Context: an optimization exercise on an open-source flow, tuned for small area. The choices shown serve that exercise and are no tape-out recipe.
No functional check of the RTL was part of this run.

## design/flow/config.mk

```make
export PLATFORM = sky130hd
export DESIGN_NAME = uart_ctrl
export DESIGN_NICKNAME = uart_ctrl
export VERILOG_FILES = /design/flow/design.v
export SDC_FILE = /design/flow/constraint.sdc
export NUM_CORES = 4
export LEC_CHECK = 0
export CAP_MARGIN = 20
export CORE_MARGIN = 2
export CORE_UTILIZATION = 40
export SLEW_MARGIN = 20
```

## design/flow/constraint.sdc

```tcl
create_clock -name core_clock -period 10.0 [get_ports {CLK}]
set_input_delay 2.0000 -clock core_clock [delete_from_list [all_inputs] [get_ports {CLK}]]
set_output_delay 2.0000 -clock core_clock [all_outputs]
set_load 0.01 [all_outputs]
```

## design/flow/design.v

```verilog
`timescale 1ns / 1ps
module clk_div(
    input  CLK,
    input  RST,
    input  [3:0] BAUD,
    output TICK
    );
    reg [18:0] s;
    reg        tick_r;
    wire baud_dflt = (BAUD == 4'd5) | (BAUD >= 4'd10);
    wire pre =
      ((BAUD == 4'd0) & ~s[0] & ~s[1] & s[2] & s[3] & s[4] & ~s[5] & ~s[6] & s[7] & s[8] & ~s[9] & s[10] & ~s[11] & s[12] & ~s[13] & s[14] & ~s[16] & ~s[17]) |
      ((BAUD == 4'd1) & s[2] & ~s[3] & ~s[4] & s[5] & ~s[6] & s[7] & s[8] & ~s[9] & s[10] & ~s[11] & ~s[12] & ~s[13] & ~s[14] & s[17] & s[18]) |
      ((BAUD == 4'd2) & ~s[0] & s[1] & s[2] & ~s[5] & s[7] & s[8] & ~s[10] & ~s[11] & ~s[12] & ~s[13] & s[14] & s[15] & s[17] & ~s[18]) |
      ((BAUD == 4'd3) & ~s[0] & s[1] & s[2] & ~s[4] & ~s[5] & ~s[7] & s[8] & s[9] & ~s[11] & s[15] & ~s[16] & ~s[17] & s[18]) |
      ((BAUD == 4'd4) & s[0] & s[1] & s[2] & s[3] & ~s[4] & ~s[6] & s[7] & ~s[10] & s[13] & ~s[15] & ~s[17] & s[18]) |
      (baud_dflt & ~s[1] & s[2] & s[3] & s[5] & s[6] & ~s[7] & ~s[10] & s[13] & ~s[14] & s[16] & s[18]) |
      ((BAUD == 4'd6) & ~s[0] & s[1] & s[2] & s[4] & ~s[5] & ~s[6] & ~s[7] & s[8] & s[13] & ~s[17]) |
      ((BAUD == 4'd7) & ~s[3] & ~s[4] & s[7] & ~s[8] & s[10] & ~s[11] & s[15] & s[16] & s[17]) |
      ((BAUD == 4'd8) & ~s[4] & ~s[6] & s[8] & ~s[9] & s[13] & s[14] & s[15] & ~s[18]) |
      ((BAUD == 4'd9) & ~s[2] & ~s[4] & ~s[5] & s[8] & s[9] & s[10] & ~s[15]);
    always @(posedge CLK) begin
      tick_r <= ~RST & ~tick_r & pre;
      if (RST | tick_r)
        s <= 19'd0;
      else
        s <= ~{s[17:0], s[18] ^ s[17] ^ s[16] ^ s[13]};
    end
    assign TICK = tick_r;
endmodule
`timescale 1ns / 1ps
module memory;
endmodule
`timescale 1ns / 1ps
module circular_buff;
endmodule
`timescale 1ns / 1ps
module uart_tx(
  input        CLK,
  input        RST,
  input        TICK,
  input        EN,
  input        WRITE,
  input  [7:0] WRDATA,
  output       ISFULL,
  output       TX
);
  reg [63:0] slots;
  reg [3:0]  cnt;
  reg [8:0]  sr;
  reg        tx_reg;
  wire       idle  = (sr == 9'd0);
  wire       pop   = TICK & idle & EN & (cnt != 4'd0);
  wire       push  = WRITE & (~cnt[3] | pop);
  wire       inc   = push & ~pop;
  wire       dec   = pop & ~push;
  wire [3:0] tgl   = {(inc & (&cnt[2:0])) | (dec & ~(|cnt[2:0])),
                      (inc & (&cnt[1:0])) | (dec & ~(|cnt[1:0])),
                      (inc & cnt[0]) | (dec & ~cnt[0]),
                      inc | dec};
  reg  [7:0] hdata;
  integer    j;
  always @(*) begin
    hdata = 8'd0;
    for (j = 0; j < 8; j = j + 1)
      hdata = hdata | ({8{pop & (cnt[2:0] == ((j + 1) & 7))}} & slots[j*8 +: 8]);
  end
  always @(posedge CLK) begin
    if (push)
      slots <= {slots[55:0], WRDATA};
  end
  always @(posedge CLK) begin
    if (RST)
      cnt <= 4'd0;
    else
      cnt <= cnt ^ tgl;
  end
  always @(posedge CLK) begin
    if (RST) begin
      sr     <= 9'd0;
      tx_reg <= 1'b1;
    end
    else if (TICK) begin
      tx_reg <= pop ? 1'b0 : (idle | sr[0]);
      sr     <= {pop, hdata | ({8{~pop}} & sr[8:1])};    
    end
  end
  assign ISFULL = cnt[3];
  assign TX     = tx_reg;
endmodule
`timescale 1ns / 1ps
module uart_rx(
  input        CLK,
  input        RST,
  input        TICK,
  input        EN,
  input        RX,
  input        READ,
  output [7:0] RDDATA,
  output       DATARDY
);
  reg [63:0] slots;
  reg [3:0]  k;
  reg [3:0]  st;
  wire       recv   = (st != 4'd0);
  wire       start  = TICK & ~recv & EN & ~RX & ~k[3];
  wire       sample = TICK & recv & (st != 4'd13);
  reg  [3:0] st_nx;
  always @(*) begin
    case (st)
      4'd8: st_nx = 4'd12;
      4'd12: st_nx = 4'd14;
      4'd14: st_nx = 4'd15;
      4'd15: st_nx = 4'd7;
      4'd7: st_nx = 4'd3;
      4'd3: st_nx = 4'd1;
      4'd1: st_nx = 4'd9;
      4'd9: st_nx = 4'd13;
      4'd13: st_nx = 4'd0;
      default: st_nx = 4'd8;
    endcase
  end
  wire       rdy    = (k != 4'd0) & ~((k == 4'd1) & recv);
  wire       pop    = READ & rdy;
  wire       inc    = start & ~pop;
  wire       dec    = pop & ~start;
  wire [3:0] tgl    = {(inc & (&k[2:0])) | (dec & ~(|k[2:0])),
                       (inc & (&k[1:0])) | (dec & ~(|k[1:0])),
                       (inc & k[0]) | (dec & ~k[0]),
                       inc | dec};
  reg  [7:0] head;
  integer    j;
  always @(*) begin
    head = 8'd0;
    for (j = 0; j < 8; j = j + 1)
      head = head | ({8{k[2:0] == ((j + 1) & 7)}} & slots[j*8 +: 8]);
  end
  always @(posedge CLK) begin
    if (start)
      slots[63:8] <= slots[55:0];
    if (start | sample)
      slots[7:0] <= {RX, slots[7:1]};
  end
  always @(posedge CLK) begin
    if (RST)
      k <= 4'd0;
    else
      k <= k ^ tgl;
  end
  always @(posedge CLK) begin
    if (RST)
      st <= 4'd0;
    else if (TICK & (recv | start))
      st <= st_nx;
  end
  assign RDDATA  = head;
  assign DATARDY = rdy;
endmodule
`timescale 1ns / 1ps
module uart_ctrl(
    input CLK,
    input RST,
    input EN,
    input [3:0] BAUD,
    input TXEN,
    input RXEN,
    output TX,
    input RX,
    input WRITE,
    input [7:0] WRDATA,
    output ISFULL,
    input READ,
    output [7:0] RDDATA,
    output DATARDY
    );
    wire tick;
    clk_div clk_div_inst(
      .CLK(CLK),
      .RST(RST),
      .BAUD(BAUD),
      .TICK(tick)
    );
    uart_tx tx(
      .CLK(CLK),
      .RST(RST),
      .TICK(tick),
      .EN(EN & TXEN),
      .WRITE(WRITE),
      .WRDATA(WRDATA),
      .ISFULL(ISFULL),
      .TX(TX)
    );
    uart_rx rx(
      .CLK(CLK),
      .RST(RST),
      .TICK(tick),
      .EN(EN & RXEN),
      .RX(RX),
      .READ(READ),
      .RDDATA(RDDATA),
      .DATARDY(DATARDY)
    );
endmodule
```

## design/flow/flow/run.sh

```bash
#!/bin/bash
# Layout flow: the standard ORFS flow, with three changes that only save cell
# area: an area-oriented ABC mapping script in synthesis (registers are left as
# the standard synthesis makes them), the smallest buffer on the ports, and a
# clock tree of clkbuf_8 without dummy balancing loads.
set -euo pipefail
W=$(pwd)
F=$W/flow

rm -rf "$W/scripts_area"
cp -r "$FLOW_HOME/scripts" "$W/scripts_area"
cp "$F/abc_area.script" "$W/scripts_area/abc_speed.script"

bash standard.sh synth SCRIPTS_DIR="$W/scripts_area" > "$W/synth.log" 2>&1
bash standard.sh place \
  BUFFER_PORTS_ARGS="-buffer_cell sky130_fd_sc_hd__buf_1" > "$W/place.log" 2>&1
bash standard.sh cts \
  CTS_ARGS="-sink_clustering_enable -repair_clock_nets -dont_use_dummy_load -buf_list sky130_fd_sc_hd__clkbuf_8" \
  > "$W/cts.log" 2>&1
bash standard.sh finish > "$W/finish.log" 2>&1
```

## design/flow/flow/abc_area.script

```
&get -n
&st
&dch
&nf -a
&st
&dch
&nf -a
&put
```

## design/flow/standard.sh

```bash
#!/bin/bash
# synth_recipe.tcl (not shown) runs the flow's synth.tcl, then flattens the netlist and writes it again
# the make line also repeats each setting of config.mk as NAME=value (left out here)
make -C /OpenROAD-flow-scripts/flow DESIGN_CONFIG=/design/flow/config.mk WORK_HOME=/design/flow/orfs CLKGATE_MAP_FILE= SYNTH_SCRIPT=/design/flow/synth_recipe.tcl "${@:-finish}"
```

==> run notes <==
[cell families (layout without fill, tap and decap cells)]
family                   count (synthesis)  after routing  synth area share
AO/OA/AOI/OAI                          107            107             0.128
AND/OR/NAND/NOR                        147            147             0.123
buffers and inverters                   12             71           0.00702
adder cells (fa/ha/maj)                  4              4           0.00780
flip-flops                             170            170             0.730
XOR/XNOR                                 3              3           0.00410
[path summary, 6_finish.rpt]
check                                          from                 to  slack (ps)  depth (start not counted)
worst max-delay path                        rx.k[0]          RDDATA[1]        5580                          6
worst min register to register    clk_div_inst.s[1]  clk_div_inst.s[2]         440                          1
worst min-delay path              clk_div_inst.s[1]  clk_div_inst.s[2]         440                          1
worst max register to register  clk_div_inst.tick_r           tx.sr[6]        6560                          6
[metrics by stage]
| step | cells | worst slack [ps] |
|---|---|---|
| detailed placement | 701 | 5430 |
| finish | 718 | 5580 |
| global placement | 701 | 5600 |
| floorplan | 443 | 2040 |
| CTS | 718 | 5290 |
| global route | 718 | 5440 |
[layout make-up]
cell class	count	area (µm²)
fillers	1450	8600
flip-flops and latches	170	4680
repair buffers	42	203
multi-input cells	261	1730
inverters	12	45.0
well taps	216	270
clock buffers	17	234
[routing by layer]
metal	routed length [µm]	global-route usage	share of wire
met1	6200	0.228	0.46
met4	213	0.0576	0.016
met3	901	0.0444	0.067
met5	0	0	0
met2	6100	0.248	0.45
[power by group through the flow]
stage | clock network [W] | logic, W | registers (W)
finish | 0.000356 | 0.000192 | 0.000822
CTS | 0.000369 | 0.000193 | 0.000820
global placement | 0 | 0.000191 | 0.000833
floorplan | 0 | 0.000121 | 0.000824
global route | 0.000393 | 0.000215 | 0.000826
detailed placement | 0 | 0.000193 | 0.000835
[cells in the final DEF, fill, tap and decap left out, drive strengths merged, types with 11 or more instances in the layout]
cell,instances
nor2,46
buf,42
a221oi,11
clkinv,11
a222oi,12
a22oi,19
dfxtp,42
a22o,12
a21oi,16
clkbuf,17
nand2,17
edfxtp,128
nor3,17
[worst register-to-register path, stage by stage, from the launching register on]
cell	delay, ps
dfxtp_1	800
nand3_1	440
o21bai_1	350
or2_0	370
nor4_2	800
a22oi_1	250
a311oi_1	340
==> flow_metrics.py <==
metrics = {
    "worst_setup_path": {
        "slowest_delay_ps": 610,
        "critPathArrivalTime_ps": 2420,
        "crit_family": "simple AND/OR/NAND/NOR gates",
        "crit_path_end_kind": "output port",
        "worst-path-max-fanout": 8,
        "worst-path-buf-inv": 3,
        "start_kind": "flop",
        "crit_slowest_cell": "nor3b_1",
        "critPathKind": "reg2out",
        "crit_required_ps": 8000,
        "crit_chain": "clkinv_1 > nor3b_1 > buf_4 > a22oi_1 > nand4_1 > buf_1",
    },
    "sta": {
        "hold_viol_final": 0,
        "timing.fmax_mhz": 226,
        "period_minus_slack_ps": 4420,
        "tns_ps": 0,
        "rsz0062_at_grt": "false",
        "slew_headroom": 0.327,
        "tightest_slew_ps": 1000,
        "holdWs_ps": 436,
        "fin_crit_sh": 0.442,
        "skew_ps": 29.0,
        "slew_viol_final": 0,
        "setup-violations-final": 0,
    },
    "clocking": {
        "cts.path.max_buffers": 2,
        "post_cts_buffers": 0,
        "clk_latency_ps": 440,
        "cts_tree": "built",
        "htreeDepth": 4,
        "cts-root-buf": "clkbuf_8",
        "cts.sink_count": 170,
        "cts_resized": 0,
        "path_clk_slew_ps": 90,
        "cts_hold_buf": 0,
        "cts_buffers": 17,
    },
    "drt": {
        "drt-initial-drc-count": 435,
        "wire_per_inst_um": 18.7,
        "first_pass_iters": 6,
        "routed_wl_mm": 13.4,
        "drc": 0,
        "viasPerCell": 5.86,
        "postRouteAntennaNets": 0,
        "vias": 4207,
    },
    "synthesis": {
        "yosys.area.top_type": "edfxtp_1",
        "ys_warn_count": 3,
        "synth_nets": 467,
        "netlist_instances": 443,
        "syn_area_um2": 6410,
        "yosys-top-cells-count": "128 x edfxtp_1, 46 x nor2_1, 42 x dfxtp_1",
        "synth.avg_cell_area_um2": 14.5,
        "synth_flop_cell": "edfxtp_1",
        "yosys-top-cells-area": "edfxtp_1 60%, dfxtp_1 13%, nor2_1 2.7%, a22oi_1 2.2%, a222oi_1 1.9%",
        "yosysSeqAreaShare": 0.730,
        "async_flop_share": 0,
        "yosysMostFrequentCell": "edfxtp_1",
        "synth-seq-cells": 170,
        "synth_edf_count": 128,
        "yosys.area.top_type_share": 0.599,
        "yosys.cell_types.count": 43,
    },
    "placement": {
        "placed_area_um2": 6910,
        "hpwl_mm": 8.46,
        "port_buffers": 30,
        "place_congestion": 0.882,
    },
    "finish": {
        "drive_gt1_frac": 0.0737,
        "utilization": 0.455,
        "fin_area_um2": 7170,
        "reg_top3": "rx.slots: 64 flops, tx.slots: 64 flops, clk_div_inst.s: 19 flops",
        "layout.nets": 528,
        "area_growth_syn_to_layout_pct": 11.8,
        "num_antenna_cells": 0,
    },
    "power_and_ir_drop": {
        "p_leak_nw": 2.27,
        "swShare": 0.261,
        "clockPowerShare": 0.260,
        "combPwrFrac": 0.140,
        "power_w": 0.00137,
        "p_sw_w": 0.000358,
        "p_int_w": 0.00101,
        "power.density_nw_per_um2": 191,
        "peakVddDrop_mv": 0.0930,
        "p_seq_frac": 0.600,
    },
    "floorplan": {
        "die_h_um": 131,
        "rows": 46,
        "start_util": 0.407,
        "die_w_um": 131,
        "ios": 31,
        "core_area_um2": 15800,
        "dieArea_um2": 17100,
    },
    "global_routing": {
        "gr-total-overflow": 0,
        "first_global_vias": 3986,
        "antenna_found_initial": 0,
        "grt_first_pass_wirelength_mm": 21.0,
        "grt_usage": 0.164,
        "grt_max_degree": 65,
    },
    "flow_run": {
        "drv_cap": 0,
    },
    "worst_hold_path": {
        "holdCritPathClass": "reg2reg",
    },
    "outcome": {
        "status": "no timing/DRC/antenna violations",
    },
}

==> port drivers added, routing unchanged <==
How much do the figures lean on ideal ports? The routed layout below was timed once more, with nothing changed but the port constraints. Step 1, drivers: a clkbuf_16 drives CLK and a buf_2 each remaining input, both assumed. Step 2, shift: input delay + t, output delay - t, t = (earliest + latest rising clock arrival at the registers) / 2. This alone moves slack from input paths to output paths. Three values: no drivers, after step 1, after step 2; two values: the first two.
t (ns): 0.460
setup WS [ns]: 5.576 / 5.542 / 5.418
hold slack, ns: 0.436 / 0.436 / 0.436
clock arrival spread, ns: 0.033 / 0.034
worst slew at a driven data input, ns: 0.03
After both steps this run still meets setup and hold. The setup slack of this run moves by -0.034 ns with the drivers and by -0.158 ns with both steps.
